Background: an optimization exercise with open tools, aiming at a short achievable clock period and few clock cycles. Do not read the settings as production practice.
The RTL was checked by simulation tests, not by an equivalence proof against the original design.
No activity file was given, so power comes from the tool's default toggle rates.

### design.v
module cpu(clk,reset,read_data,write_data,N,V,Z,mem_addr,mem_cmd);
input clk, reset;
input [15:0] read_data;
output reg [15:0] write_data;
output reg N, V, Z;
wire load_pc, loadir, load_addr;  
output reg [8:0] mem_addr;
output reg [1:0] mem_cmd;
reg [15:0]in_ID;  
reg write,loada,loadb,asel,bsel,loadc,loads,addr_sel,reset_pc;  
reg [2:0] nsel;
reg [2:0] opcode, readnum, writenum;  
reg [1:0] op,shift,ALUop,vsel;
reg [15:0] sximm5, sximm8;
reg [8:0] PC;
reg [8:0] next_pc,in_AD;
wire [8:0] zero=9'b0;
instruction_register IR(  
	.clk(clk),
	.load(loadir),
	.in(read_data),
	.out(in_ID)
);
instruction_decoder ID(  
		.in(in_ID),
		.opcode(opcode),
		.readnum(readnum),
		.writenum(writenum),
		.nsel(nsel),
		.op(op),
		.shift(shift),
		.ALUop(ALUop),
		.sximm5(sximm5),
		.sximm8(sximm8)
	);
state_machine ST(  
		.OP(op),
		.clk(clk),
		.reset(reset),
		.opcode(opcode),
		.load_pc(load_pc),
		.vsel(vsel),
		.write(write),
		.loada(loada),
		.loadb(loadb),
		.asel(asel),
		.bsel(bsel),
		.loadc(loadc),
		.loads(loads),
		.nsel(nsel),
		.mem_cmd(mem_cmd),
		.addr_sel(addr_sel),
		.reset_pc(reset_pc),
      .loadir(loadir),
		.load_addr(load_addr)		
	);
datapath DP(   
		.clk(clk),
		.mdata(read_data),
		.PC(PC),
		.sximm8(sximm8),
		.sximm5(sximm5),
		.write(write),
		.vsel(vsel),
		.loada(loada),
		.loadb(loadb),
		.asel(asel),
		.bsel(bsel),
		.loadc(loadc),
		.loads(loads),
		.readnum(readnum),
		.writenum(writenum),
		.shift(shift),
		.ALUop(ALUop),
		.datapath_out(write_data),
		.Z_out(Z),
		.N_out(N),
		.V_out(V)
	);
multiplex PC1(  
	.load(reset_pc),
	.A(zero),
	.B(PC+1'b1),
	.out(next_pc)
	);
multiplex AD(  
	.load(addr_sel),
	.A(PC),
	.B(in_AD),
	.out(mem_addr)
   );		
Program_Counter PC2(  
	.clk(clk),
	.load(load_pc),
	.in(next_pc),
	.out(PC)
);
Data_Adress DA(  
	.clk(clk),
	.load(load_addr),
	.in(write_data[8:0]),
	.out(in_AD)
);
endmodule
module state_machine(OP,clk,reset,opcode,nsel,loada,loadb,loadc,loads,asel,bsel,vsel,write,load_pc,mem_cmd,addr_sel,reset_pc,loadir,load_addr);
input clk,reset;
input [1:0] OP;
input [2:0] opcode;
output reg write,loada,loadb,asel,bsel,loadc,loads,addr_sel,loadir,load_addr,load_pc,reset_pc;
output reg [1:0]vsel, mem_cmd;
output reg [2:0] nsel;
reg [4-1:0] state;
always_ff@(posedge clk)begin
if(reset==1'b1)begin
state<=4'b0000;  
end else begin
	case(state)
		4'b0000:state<=4'b0111; 
		4'b0111:state<=4'b1111;
		4'b1111:state<=4'b1001;
		4'b1001:state<=4'b0001;
		4'b0011:state<=4'b0100;  
		4'b0100:state<=4'b0101;
		4'b1010:state<=4'b0111; 
		4'b0010:state<=4'b0111;  
		4'b1110:state<=4'b0111;
		4'b1101:state<=4'b0111;
		4'b0110:state<=4'b1110;
		4'b0001:if(opcode==3'b110&&OP==2'b10)begin  
			state<=4'b0010;
		end else if (opcode==3'b101||opcode==3'b110||opcode==3'b011||opcode==3'b100) begin
			state<=4'b0011;  
		end else if(opcode==3'b111)begin
			state<=4'b1011;
			end 
		4'b0101:if(opcode==3'b011||opcode==3'b100)begin  
			state<=4'b1100; 
		end else begin
			state<=4'b1010;
		end
		4'b1100:if(opcode==3'b100)begin  
			state<=4'b1101;
		end else begin
			state<=4'b0110;
		end
		4'b1011:state<=4'b1011;  
	default:state<=4'b0000;
endcase
end
end
always@(*)begin
	case(state)
	4'b0000:begin  
    nsel = 3'b000;
    vsel = 2'b00;
    write = 1'b0;
	 loada=1'b0;
	 loadb=1'b0;
	 loadc=1'b0;
	 asel=1'b0;
	 bsel=1'b0;
	 load_pc=1'b1;
	 loads=1'b0;
	 mem_cmd=2'b00;
	 reset_pc=1'b1;
	 load_addr=1'b0;
	 loadir=1'b0;
	 addr_sel=1'b0;
   end
	4'b0111:begin  
	  nsel = 3'b000;
    vsel = 2'b00;
    write = 1'b0;
	 loada=1'b0;
	 loadb=1'b0;
	 loadc=1'b0;
	 asel=1'b0;
	 bsel=1'b0;
	 load_pc=1'b0;
	 loads=1'b0;
	 mem_cmd=2'b11;
	 reset_pc=1'b0;
	 load_addr=1'b0;
	 loadir=1'b0;
	 addr_sel=1'b1;
	 end
	4'b1111:begin  
	nsel = 3'b000;
    vsel = 2'b00;
    write = 1'b0;
	 loada=1'b0;
	 loadb=1'b0;
	 loadc=1'b0;
	 asel=1'b0;
	 bsel=1'b0;
	 load_pc=1'b0;
	 loads=1'b0;
	 mem_cmd=2'b11;
	 reset_pc=1'b0;
	 load_addr=1'b0;
	 loadir=1'b1;
	 addr_sel=1'b1;
	end
	4'b1001:begin  
	nsel = 3'b000;
    vsel = 2'b00;
    write = 1'b0;
	 loada=1'b0;
	 loadb=1'b0;
	 loadc=1'b0;
	 asel=1'b0;
	 bsel=1'b0;
	 load_pc=1'b1;
	 loads=1'b0;
	 mem_cmd=2'b00;
	 reset_pc=1'b0;
	 load_addr=1'b0;
	 loadir=1'b0;
	 addr_sel=1'b0;
	end
	4'b0001:begin  
	nsel = 3'b000;
    vsel = 2'b00;
    write = 1'b0;
	 loada=1'b0;
	 loadb=1'b0;
	 loadc=1'b0;
	 asel=1'b0;
	 bsel=1'b0;
	 load_pc=1'b0;
	 loads=1'b0;
	 mem_cmd=2'b00;
	 reset_pc=1'b0;
	 load_addr=1'b0;
	 loadir=1'b0;
	 addr_sel=1'b0;
	end
	4'b0011:begin  
	nsel = 3'b100;
    vsel = 2'b00;
    write = 1'b0;
	 loada=1'b1;
	 loadb=1'b0;
	 loadc=1'b0;
	 asel=1'b0;
	 bsel=1'b0;
	 load_pc=1'b0;
	 loads=1'b0;
	 mem_cmd=2'b00;
	 reset_pc=1'b0;
	 load_addr=1'b0;
	 loadir=1'b0;
	 addr_sel=1'b0;
	end
	4'b0100:begin  
	if(opcode==3'b100)begin
	nsel=3'b010;
	end else begin
	nsel = 3'b001;
	end;
    vsel = 2'b00;
    write = 1'b0;
	 loada=1'b0;
	 loadb=1'b1;
	 loadc=1'b0;
	 asel=1'b0;
	 bsel=1'b0;
	 load_pc=1'b0;
	 loads=1'b0;
	 mem_cmd=2'b00;
	 reset_pc=1'b0;
	 load_addr=1'b0;
	 loadir=1'b0;
	 addr_sel=1'b0;
	end
	4'b0101:begin  
	if(opcode==3'b110)begin
	asel=1'b1;
	end else begin
	asel=1'b0;
	end
	nsel = 3'b001;
    vsel = 2'b00;
    write = 1'b0;
	 loada=1'b0;
	 loadb=1'b0;
	 loadc=1'b1;
	 load_pc=1'b0; 
	 if(OP==2'b01)begin
	loads=1'b1;
	end else begin
	loads=1'b0;
	end
	if(opcode==3'b011||opcode==3'b100)begin
	bsel=1'b1;
	end else begin
	bsel=1'b0;
	end
	 mem_cmd=2'b00;
	 reset_pc=1'b0;
	 load_addr=1'b0;
	 loadir=1'b0;
	 addr_sel=1'b0;
	end
	4'b1010:begin  
	nsel = 3'b010;
    vsel = 2'b00;
	 if(OP==2'b01)begin
	 write=1'b0;
	 end else begin
	 write=1'b1;
	 end
    loadc = 1'b0;
	 loada=1'b0;
	 loadb=1'b0;
	 asel=1'b0;
	 bsel=1'b0;
	 load_pc=1'b0;
	 loads=1'b0;
	 mem_cmd=2'b00;
	 reset_pc=1'b0;
	 load_addr=1'b0;
	 loadir=1'b0;
	 addr_sel=1'b0;
	end
	4'b0010:begin    
	nsel = 3'b100;
    vsel = 2'b10;
    write = 1'b1;
	 loada=1'b0;
	 loadb=1'b0;
	 loadc=1'b0;
	 asel=1'b0;
	 bsel=1'b0;
	 load_pc=1'b0;
	 loads=1'b0;
	 mem_cmd=2'b00;
	 reset_pc=1'b0;
	 load_addr=1'b0;
	 loadir=1'b0;
	 addr_sel=1'b0;
	end
	4'b1011:begin  
	nsel = 3'b000;
    vsel = 2'b00;
    write = 1'b0;
	 loada=1'b0;
	 loadb=1'b0;
	 loadc=1'b0;
	 asel=1'b0;
	 bsel=1'b0;
	 load_pc=1'b0;
	 loads=1'b0;
	 mem_cmd=2'b00;
	 reset_pc=1'b0;
	 load_addr=1'b0;
	 loadir=1'b0;
	 addr_sel=1'b0;
	end
	4'b1100:begin   
	nsel = 3'b000;
    vsel = 2'b00;
    write = 1'b0;
	 loada=1'b0;
	 loadb=1'b0;
	 load_pc=1'b0;
	 loads=1'b0;
	 mem_cmd=2'b00;
	 reset_pc=1'b0;
	 load_addr=1'b1;
	 loadir=1'b0;
	 addr_sel=1'b0;
	 if(opcode==3'b100)begin
	 bsel=1'b0;
	 asel=1'b1;
	 loadc=1'b1;
	 end else begin
	  bsel=1'b0;
	 asel=1'b0;
	 loadc=1'b0;
	 end
	end
	4'b1101:begin  
	nsel = 3'b000;
    vsel = 2'b00;
    write = 1'b0;
	 loada=1'b0;
	 loadb=1'b0;
	 loadc=1'b0;
	 asel=1'b0;
	 bsel=1'b0;
	 load_pc=1'b0;
	 loads=1'b0;
	 mem_cmd=2'b01;
	 reset_pc=1'b0;
	 load_addr=1'b0;
	 loadir=1'b0;
	 addr_sel=1'b0;
	end
	4'b0110:begin  
	nsel = 3'b100;
    vsel = 2'b00;
    write = 1'b0;
	 loada=1'b0;
	 loadb=1'b0;
	 loadc=1'b0;
	 asel=1'b0;
	 bsel=1'b0;
	 load_pc=1'b0;
	 loads=1'b0;
	 mem_cmd=2'b11;
	 reset_pc=1'b0;
	 load_addr=1'b0;
	 loadir=1'b0;
	 addr_sel=1'b0;
	end
	4'b1110:begin  
	nsel = 3'b010;
    vsel = 2'b11;
    write = 1'b1;
	 loada=1'b0;
	 loadb=1'b0;
	 loadc=1'b0;
	 asel=1'b0;
	 bsel=1'b0;
	 load_pc=1'b0;
	 loads=1'b0;
	 mem_cmd=2'b11;
	 reset_pc=1'b0;
	 load_addr=1'b0;
	 loadir=1'b0;
	 addr_sel=1'b0;
	end
	default:begin  
	nsel = 3'b000;
    vsel = 2'b00;
    write = 1'b0;
	 loada=1'b0;
	 loadb=1'b0;
	 loadc=1'b0;
	 asel=1'b0;
	 bsel=1'b0;
	 load_pc=1'b0;
	 loads=1'b0;
	 mem_cmd=2'b00;
	 reset_pc=1'b0;
	 load_addr=1'b0;
	 loadir=1'b0;
	 addr_sel=1'b0;
	end
	endcase
end
endmodule	
module datapath(clk,mdata,PC,sximm8,sximm5,write,vsel,loada,loadb,asel,bsel,loadc,loads,readnum,writenum,shift,ALUop,datapath_out,Z_out,V_out,N_out);
  input clk;
  input [15:0] mdata,sximm8,sximm5;
  input write, loada, loadb, asel, bsel, loadc, loads;
  input [2:0] readnum, writenum;
  input [1:0] shift, vsel, ALUop;
	input [8:0] PC;
  output reg [15:0] datapath_out;
  output reg Z_out,V_out,N_out;
reg [15:0] data_in; 
reg [15:0] data_out;
reg [15:0] LOADA;
reg [15:0] in;
reg [15:0] out;
reg [15:0] sout;
reg [15:0] Ain;
reg [15:0] Bin;
reg Z,V,N;
  regfile REGFILE (  
    .data_in(data_in),
    .writenum(writenum),
    .readnum(readnum),
    .write(write),
    .clk(clk),
    .data_out(data_out)
  );
  shifter SHIFTER (  
	  .in(in),
	  .shift(shift),
	  .sout(sout)
  );
  ALU alu(   
	  .Ain(Ain),
	  .Bin(Bin),
	  .ALUop(ALUop),
	  .out(out),
	  .Z(Z),
	  .V(V),
	  .N(N)
  );
 always@(*)begin   
	case(vsel)
	2'b11:data_in=mdata;
	2'b10:data_in=sximm8;
	2'b01:data_in={7'b0,PC};
	2'b00:data_in=datapath_out;
	default:data_in=16'bx;
endcase
	case(asel)
	1'b1:Ain=16'b0;
	1'b0:Ain=LOADA;
	default:Ain=16'bx;
endcase
	case(bsel)
		1'b1:Bin=sximm5;
		1'b0:Bin=sout;
		default:Bin=16'bx;
	endcase
end
wire [15:0] LOADA_nxt = loada ? data_out:LOADA;  
VDFF #(16) loadA(clk,LOADA_nxt,LOADA);
wire [15:0] LOADB_nxt = loadb ? data_out:in;  
VDFF #(16) loadB(clk,LOADB_nxt,in);
wire [15:0] LOADC_nxt = loadc ? out:datapath_out;  
VDFF #(16) loadC(clk,LOADC_nxt,datapath_out);
wire LOADS_nxtZ = loads ? Z:Z_out;  
VDFF #(1) loadZ(clk,LOADS_nxtZ,Z_out);
wire LOADS_nxtN = loads ? N:N_out;  
VDFF #(1) loadN(clk,LOADS_nxtN,N_out);
wire LOADS_nxtV = loads ? V:V_out;  
VDFF #(1) loadV(clk,LOADS_nxtV,V_out);
endmodule
module VDFF(clk,D,Q);  
  parameter n=1;
  input clk;
  input [n-1:0] D;
  output [n-1:0] Q;
  reg [n-1:0] Q;
  always @(posedge clk)
    Q <= D;
endmodule
module ALU(Ain,Bin,ALUop,out,Z,V,N);
input [15:0] Ain, Bin;
input [1:0] ALUop;
output reg [15:0] out;
output reg Z,V,N;
always@(*)begin
case(ALUop)  
	2'b00:out=Ain+Bin;
	2'b01:out=Ain-Bin;
	2'b10:out=Ain&Bin;
	2'b11:out=~Bin;
	default:out=1'bx;
endcase
if(out==16'b0000000000000000)begin  
Z=1'b1;
end else begin
Z=1'b0;
end
if(out[15]==1'b1)begin
N=1'b1;
end else begin
N=1'b0;
end
if ((Ain[15]==1'b1)&&(Ain[15]==Bin[15])&&(Ain[15]!=out[15])) begin  
    V = 1'b1; 
end else if ((Ain[15]!=Bin[15])&&(Ain[15]==out[15])) begin
    V = 1'b1; 
end else begin
    V = 1'b0; 
end
end
endmodule
module shifter(in,shift,sout);
input [15:0] in;
input [1:0] shift;
output reg [15:0] sout;
always@(*)begin  
case(shift)
	2'b01:sout={in[14],in[13],in[12],in[11],in[10],in[9],in[8],in[7],in[6],in[5],in[4],in[3],in[2],in[1],in[0],1'b0};
	2'b10:sout={1'b0, in[15],in[14],in[13],in[12],in[11],in[10],in[9],in[8],in[7],in[6],in[5],in[4],in[3],in[2],in[1]};
	2'b11:sout={in[15], in[15],in[14],in[13],in[12],in[11],in[10],in[9],in[8],in[7],in[6],in[5],in[4],in[3],in[2],in[1]};
	default:sout=in;
endcase
end
	endmodule
module regfile(data_in,writenum,write,readnum,clk,data_out);
input [15:0] data_in;
input [2:0] writenum, readnum;
input write, clk;
output reg [15:0] data_out;
reg [7:0] writenum_dec,readnum_dec;
reg B0,B1,B2,B3,B4,B5,B6,B7;
reg [15:0] R0,R1,R2,R3,R4,R5,R6,R7;
always@(*)begin
writenum_dec=1'b0;		 
	case(writenum)
	3'b000:writenum_dec[0]=1'b1;
	3'b001:writenum_dec[1]=1'b1;
	3'b010:writenum_dec[2]=1'b1;
	3'b011:writenum_dec[3]=1'b1;
	3'b100:writenum_dec[4]=1'b1;
	3'b101:writenum_dec[5]=1'b1;
	3'b110:writenum_dec[6]=1'b1;
	3'b111:writenum_dec[7]=1'b1;
	default:writenum_dec=1'b0;
	endcase
end
always@(*)begin   
readnum_dec=1'b0;
	case(readnum)
	3'b000:readnum_dec[0]=1'b1;
	3'b001:readnum_dec[1]=1'b1;
	3'b010:readnum_dec[2]=1'b1;
	3'b011:readnum_dec[3]=1'b1;
	3'b100:readnum_dec[4]=1'b1;
	3'b101:readnum_dec[5]=1'b1;
	3'b110:readnum_dec[6]=1'b1;
	3'b111:readnum_dec[7]=1'b1;
	default:readnum_dec=1'b0;
	endcase
end
always@(*)begin  
	case(write)
		1'b1:{B7,B6,B5,B4,B3,B2,B1,B0}=writenum_dec;
		default :{B0,B1,B2,B3,B4,B5,B6,B7}=1'b0;
	endcase
end
always@(*)begin	 
data_out=1'sb0;
	if(readnum_dec[0]==1'b1)begin
		data_out=R0;
		end
	if(readnum_dec[1]==1'b1)begin
	data_out=R1;
	end
	if(readnum_dec[2]==1'b1)begin
	data_out=R2;
	end
	if(readnum_dec[3]==1'b1)begin
	data_out=R3;
	end
	if(readnum_dec[4]==1'b1)begin
	data_out=R4;
	end
	if(readnum_dec[5]==1'b1)begin
	data_out=R5;
	end
	if(readnum_dec[6]==1'b1)begin
	data_out=R6;
	end
	if(readnum_dec[7]==1'b1)begin
	data_out=R7;
	end
end	
always_ff@(posedge clk)begin
{R0,R1,R2,R3,R4,R5,R6,R7}<={R0,R1,R2,R3,R4,R5,R6,R7};   
	if(B0==1'b1)begin
		R0<=data_in;
	end
	if(B1==1'b1)begin
		R1<=data_in;
	end
	if(B2==1'b1)begin
		R2<=data_in;
	end
	if(B3==1'b1)begin
		R3<=data_in;
	end
	if(B4==1'b1)begin
		R4<=data_in;
	end
	if(B5==1'b1)begin
		R5<=data_in;
	end
	if(B6==1'b1)begin
		R6<=data_in;
	end
	if(B7==1'b1)begin
		R7<=data_in;
	end
end	
endmodule
module multiplex(load,A,B,out);
input load;
input [8:0] A,B;
output reg [8:0] out;
always@(*)begin
case(load)
	1'b0:out=B;
	1'b1:out=A;
	default:out=1'bx;
endcase
end
endmodule
module Program_Counter(clk,load,in,out);
input clk,load;
input [8:0] in;
output reg [8:0] out;
always_ff@(posedge clk)begin  
	if(load==1'b1)begin
	out<=in;
	end else begin
	out<=out;
end end
endmodule
module instruction_register(clk,load,in,out);
input clk,load;
input [15:0] in;
output reg [15:0] out;
always_ff@(posedge clk)begin  
	if(load==1'b1)begin
	out<=in;
	end else begin
	out<=out;
end end
endmodule
module instruction_decoder(in,ALUop,sximm5,sximm8,shift,readnum,writenum,opcode,op,nsel);
input [15:0] in;
input [2:0] nsel;
output reg [2:0] opcode, readnum, writenum;
output reg [1:0] op,shift,ALUop;
output reg [15:0] sximm5, sximm8;
always@(*)begin  
opcode={in[15],in[14],in[13]};
op={in[12],in[11]};
shift={in[4],in[3]};
sximm8={8'b0,in[7],in[6],in[5],in[4],in[3],in[2],in[1],in[0]};
sximm5={13'b0,in[4],in[3],in[2],in[1],in[0]};
ALUop={in[12],in[11]};
case(nsel)  
	3'b001:readnum={in[2:0]};
	3'b010:readnum={in[7],in[6],in[5]};
	3'b100:readnum={in[10],in[9],in[8]};
	default:readnum=3'b000;
endcase
writenum=readnum;
end
endmodule
module Data_Adress(clk,load,in,out);
input clk,load;
input [8:0] in;
output reg [8:0] out;
always_ff@(posedge clk)begin 
	if(load==1'b1)begin
	out<=in;
	end else begin
	out<=out;
end end
endmodule
### run.sh
#!/bin/bash
# synth_recipe.tcl (not shown) runs the flow's synth.tcl, then flattens the netlist and writes it again
# the make line also repeats each setting of config.mk as NAME=value (left out here)
make -C /OpenROAD-flow-scripts/flow DESIGN_CONFIG=/design/flow/config.mk WORK_HOME=/design/flow/orfs CLKGATE_MAP_FILE= SYNTH_SCRIPT=/design/flow/synth_recipe.tcl finish
### config.mk
export PLATFORM = sky130hd
export DESIGN_NAME = cpu
export DESIGN_NICKNAME = cpu
export VERILOG_FILES = /design/flow/design.v
export SDC_FILE = /design/flow/constraint.sdc
export NUM_CORES = 4
export LEC_CHECK = 0
export CAP_MARGIN = 20
export CORE_MARGIN = 2
export CORE_UTILIZATION = 40
export SLEW_MARGIN = 20
### constraint.sdc
create_clock -name core_clock -period 5.0 [get_ports {clk}]
set_input_delay 1.0000 -clock core_clock [delete_from_list [all_inputs] [get_ports {clk}]]
set_output_delay 1.0000 -clock core_clock [all_outputs]
set_load 0.01 [all_outputs]
==> notes.md <==
==> synthesized netlist by cell type (all sizes together) (2+ instances only) <==
library cell    n
a2111oi         2
a211o           2
a211oi          4
a21o           16
a21oi          41
a221oi         14
a222oi         17
a22o            9
a22oi           3
a31oi           9
and2           21
and3            7
buf             5
clkbuf         43
dfxtp           4
edfxtp        213
ha             19
inv            11
mux2           36
mux2i          33
nand2          96
nand2b         10
nand3          13
nand3b          3
nor2           69
nor2b          12
nor3           14
nor4            4
nor4b           2
o2111ai         2
o211ai          5
o21ai          50
o21bai          3
o22ai           2
o31ai           3
or3             5
or3b            3
or4             2
xnor2          28
xor2            7
==> routing by layer <==
| metal | vias to the layer above | wire length (um) | track usage (%) |
|---|---|---|---|
| met5 | - | 0 | 0 |
| met4 | 0 | 595 | 4.61 |
| met3 | 37 | 1310 | 2.42 |
| met2 | 196 | 12600 | 30.7 |
| met1 | 3515 | 12200 | 27.3 |
| li1 | 3400 | - | - |
==> kinds of logic after synthesis <==
kind of cell | after synthesis
buf+inv | 60
compound gates | 189
simple gates | 268
fa+ha+maj | 20
mux | 69
xor+xnor | 35
flops | 217
==> power groups by stage <==
stage	combinational [mW]	clock (mW)	sequential, mW
6_report	1.69	1.60	2.40
5_1_grt	1.87	1.69	2.42
4_1_cts	1.66	1.62	2.41
3_5_place_dp	1.64	0	2.44
3_3_place_gp	1.63	0	2.44
2_1_floorplan	1.11	0	2.41
==> worst paths after layout <==
| path | from | endpoint | slack (ns) | depth (start not counted) |
|---|---|---|---|---|
| setup / recovery | IR.out[13] | DP.loadZ.Q | 0.15 | 18 |
| hold reg to reg | DP.REGFILE.R7[5] | DP.loadA.Q[5] | 0.56 | 1 |
| hold / removal | DP.REGFILE.R7[5] | DP.loadA.Q[5] | 0.56 | 1 |
| setup reg to reg | IR.out[13] | DP.loadZ.Q | 0.15 | 18 |
==> worst register-to-register path: stages (launching register included) <==
cell and delay [ns]:
edfxtp_1 0.38, or3b_4 0.42, a21o_4 0.26, mux2_4 0.35, nor4bb_4 0.26, buf_4 0.15, and2_1 0.17, nor2_1 0.06
xnor2_1 0.13, ha_1 0.38, a2111oi_4 0.36, buf_4 0.16, nor2_1 0.05, xnor2_1 0.15, mux2i_1 0.11, or4_4 0.56
or4_4 0.44, nor4_4 0.13, o2111a_1 0.20
==> registers in the layout, indices dropped and copies added, names as in the netlist <==
register and cells:
DP.REGFILE.R6 16, DP.loadB.Q 16, DP.loadC.Q 16, DP.loadN.Q 1, DP.REGFILE.R1 16, ST.state 4
DA.out 9, DP.REGFILE.R7 16, IR.out 16, DP.loadZ.Q 1, PC2.out 9, DP.REGFILE.R3 16
DP.REGFILE.R4 16, DP.REGFILE.R0 16, DP.loadA.Q 16, DP.REGFILE.R5 16, DP.loadV.Q 1, DP.REGFILE.R2 16
==> cell type report <==
type	count	area share (%)
Inverter	12	0.362
Sequential cell	217	52.0
Multi-Input combinational cell	581	32.0
Tap cell	335	3.37
Clock buffer	31	5.21
Clock inverter	11	0.412
Timing Repair Buffer	94	6.62
==> stage by stage <==
step	utilization [%]	setup TNS, ns	power, mW	area (sq um)
after floorplan	-	0	3.52	10600
after global placement	44.8	-0.0720	4.07	11600
after detailed placement	44.8	-0.0683	4.09	11600
after CTS	47.6	0	5.69	12400
after global routing	47.9	-0.0965	5.98	12400
final	47.9	0	5.69	12400
==> what timing repair did <==
action	CTS	global route
setup buffers	1	2
resized for setup	3	13
setup endpoints to repair	1	2
pin swaps	0	6
==> flow_summary_export.csv <==
group,metric,value,unit
run_status,status,"finished clean",
logic_synthesis,synth.largest_area_cell,"edfxtp_1",
global_routing,grtUsageTotal,19.0,%
job,maxCapViolCount,0,
logic_synthesis,synth-simple-area-share,12.0,%
drt,route.detailed.drc,0,
logic_synthesis,synthAdderAreaFrac,2.44,%
logic_synthesis,ys_types,61,
logic_synthesis,ys_warn_count,12,
cells_and_area,final_cell_mix,"213 x edfxtp_1, 96 x nand2_1, 69 x nor2_1",
pwr,p_leak,4.34,nW
critical_path,slowest_delay,0.56,ns
timing,finalClockSkew,0.0121,ns
pwr,irDropWorstVdd,0.000324,V
clocking,cts_sinks,217,
global_routing,grt_pass1_wl,41100,um
timing,hold_viol,0,
logic_synthesis,yosys-top-cells-area,"edfxtp_1 60%, mux2_2 3.8%, nand2_1 3.4%",
logic_synthesis,synth_compound_area_share,12.0,%
critical_path,crit_fanout,5,
critical_path,cp-end-kind,"flip-flop",
cells_and_area,antennaDiodeCount,0,
clocking,numCtsBuffers,25,
timing,period_minus_slack,4.85,ns
floorplan,die_w,167,um
cells_and_area,areaGrowthSynthToFinish,17.6,%
drt,wl_per_cell,20.8,um
logic_synthesis,synthArstFlopShare,0,%
critical_path,critPathTopFamily,"simple AND/OR/NAND/NOR gates",
cells_and_area,drive_above_1_share,14.1,%
critical_path,crit_slowest_cell,"or4_4",
logic_synthesis,synthMuxAreaShare,7.19,%
logic_synthesis,ys_ff_latch,217,
logic_synthesis,synth_area_per_cell,12.3,sq um
place,gp_congestion,0.847,
pwr,pwr_density_cell,458,mW/mm^2
floorplan,ios,48,
critical_path,worstPathRequired,5.38,ns
timing,max_slew.worst_pin.slew,1.02,ns
cells_and_area,multi_input_area,0.00398,sq mm
timing,setup_violations,0,
min_path,hold_class,"flip-flop to flip-flop",
cells_and_area,instances_no_fill,1281,
drt,first_pass_iters,6,
pwr,pwr-share-seq,42.2,%
clocking,clockBufferDepth,3,
critical_path,cp-start-kind,"flip-flop",
pwr,p_int,3.89,mW
place,placedCellCount,1236,
place,io_buffers,47,
floorplan,initial_utilization,40.7,%
timing,rsz0062_at_grt,"true",
logic_synthesis,synth_top_area_share,60.4,%
pwr,power_switching,1.80,mW
pwr,pwr-share-clk,28.0,%
floorplan,dieHeight,167,um
place,place_ws,-0.0683,ns
timing,hold_slack,0.564,ns
floorplan,rows,59,
critical_path,path_cells,"or3b_4 > a21o_4 > mux2_4 > nor4bb_4 > buf_4 > and2_1 > nor2_1 > xnor2_1 > ha_1 > a2111oi_4 > buf_4 > nor2_1 > xnor2_1 > mux2i_1 > or4_4 > or4_4 > nor4_4 > o2111a_1",
critical_path,worst-path-buf-inv,2,
drt,via_count,7148,
drt,wirelength,26700,um
clocking,htreeDepth,1,
critical_path,path_class,"flip-flop to flip-flop",
clocking,hold_buffers,0,
timing,worst_slack,0.146,ns
cells_and_area,regArea,0.00648,sq mm
timing,fmax,206,MHz
global_routing,grt_max_degree,44,
logic_synthesis,synth_xor_area_share,2.90,%
logic_synthesis,ys_seq_area_share,61.2,%
logic_synthesis,synth_area,0.0106,sq mm
logic_synthesis,ys.flop_type,"edfxtp_1",
cells_and_area,fillers,2327,
logic_synthesis,syn_inst,858,
logic_synthesis,synth_top_family_by_area,"compound AO/OA/AOI/OAI gates",
clocking,clkTransAtPathRegs,0.06,ns
critical_path,cp.arrival,5.23,ns
place,hpwl,18700,um
floorplan,die-area,0.0278,sq mm
global_routing,grt_antenna_before_repair,0,
cells_and_area,fin_nets,969,
drt,drt_iter0_drc,632,
clocking,cts_tree,"yes",
timing,slew_viol_final,0,
global_routing,grt_overflow,0,
drt,drt.antenna.violating_nets,0,
drt,avgViaCountPerCell,5.58,
cells_and_area,final_common_cell,"edfxtp_1",
global_routing,grt_pass1_vias,6927,
floorplan,core_area,0.0260,sq mm
logic_synthesis,synth-edff-count,213,
clocking,cts-root-buf,"clkbuf_16",
timing,period_share,97.1,%
pwr,p_sw_share,31.7,%
timing,relSlewSlack,31.2,%
pwr,pwr-share-comb,29.7,%
logic_synthesis,syn_nets,896,
clocking,clkLatencyLatePin,0.51,ns
Testbench counts, summed over its fixed seeds: cycles 68,440.

[port drivers added, routing unchanged]
The results above use ideal ports. As a check the final layout listed here was re-extracted and re-timed, cells and wires unchanged. Step 1 (the two cells are an assumption about what drives the block):
set clk [get_ports {clk}]
set_driving_cell -lib_cell sky130_fd_sc_hd__clkbuf_16 $clk
set_driving_cell -lib_cell sky130_fd_sc_hd__buf_2 [delete_from_list [all_inputs] $clk]
Step 2 also shifts input and output timing later by t, the mid clock arrival at the registers, as if the neighbouring blocks saw the same clock. Three values: no drivers, after step 1, after step 2; two values: the first two.
shift t [ns]: 0.551
setup WS [ns]: 0.146 / 0.146 / 0.146
hold slack, ns: 0.564 / 0.564 / 0.564
worst setup path at the end: register to register
worst slew at a driven data input, ns: 0.04
After both steps setup and hold are still met in this run. The setup slack of this run moves by 0.000 ns with the drivers and by 0.000 ns with both steps.
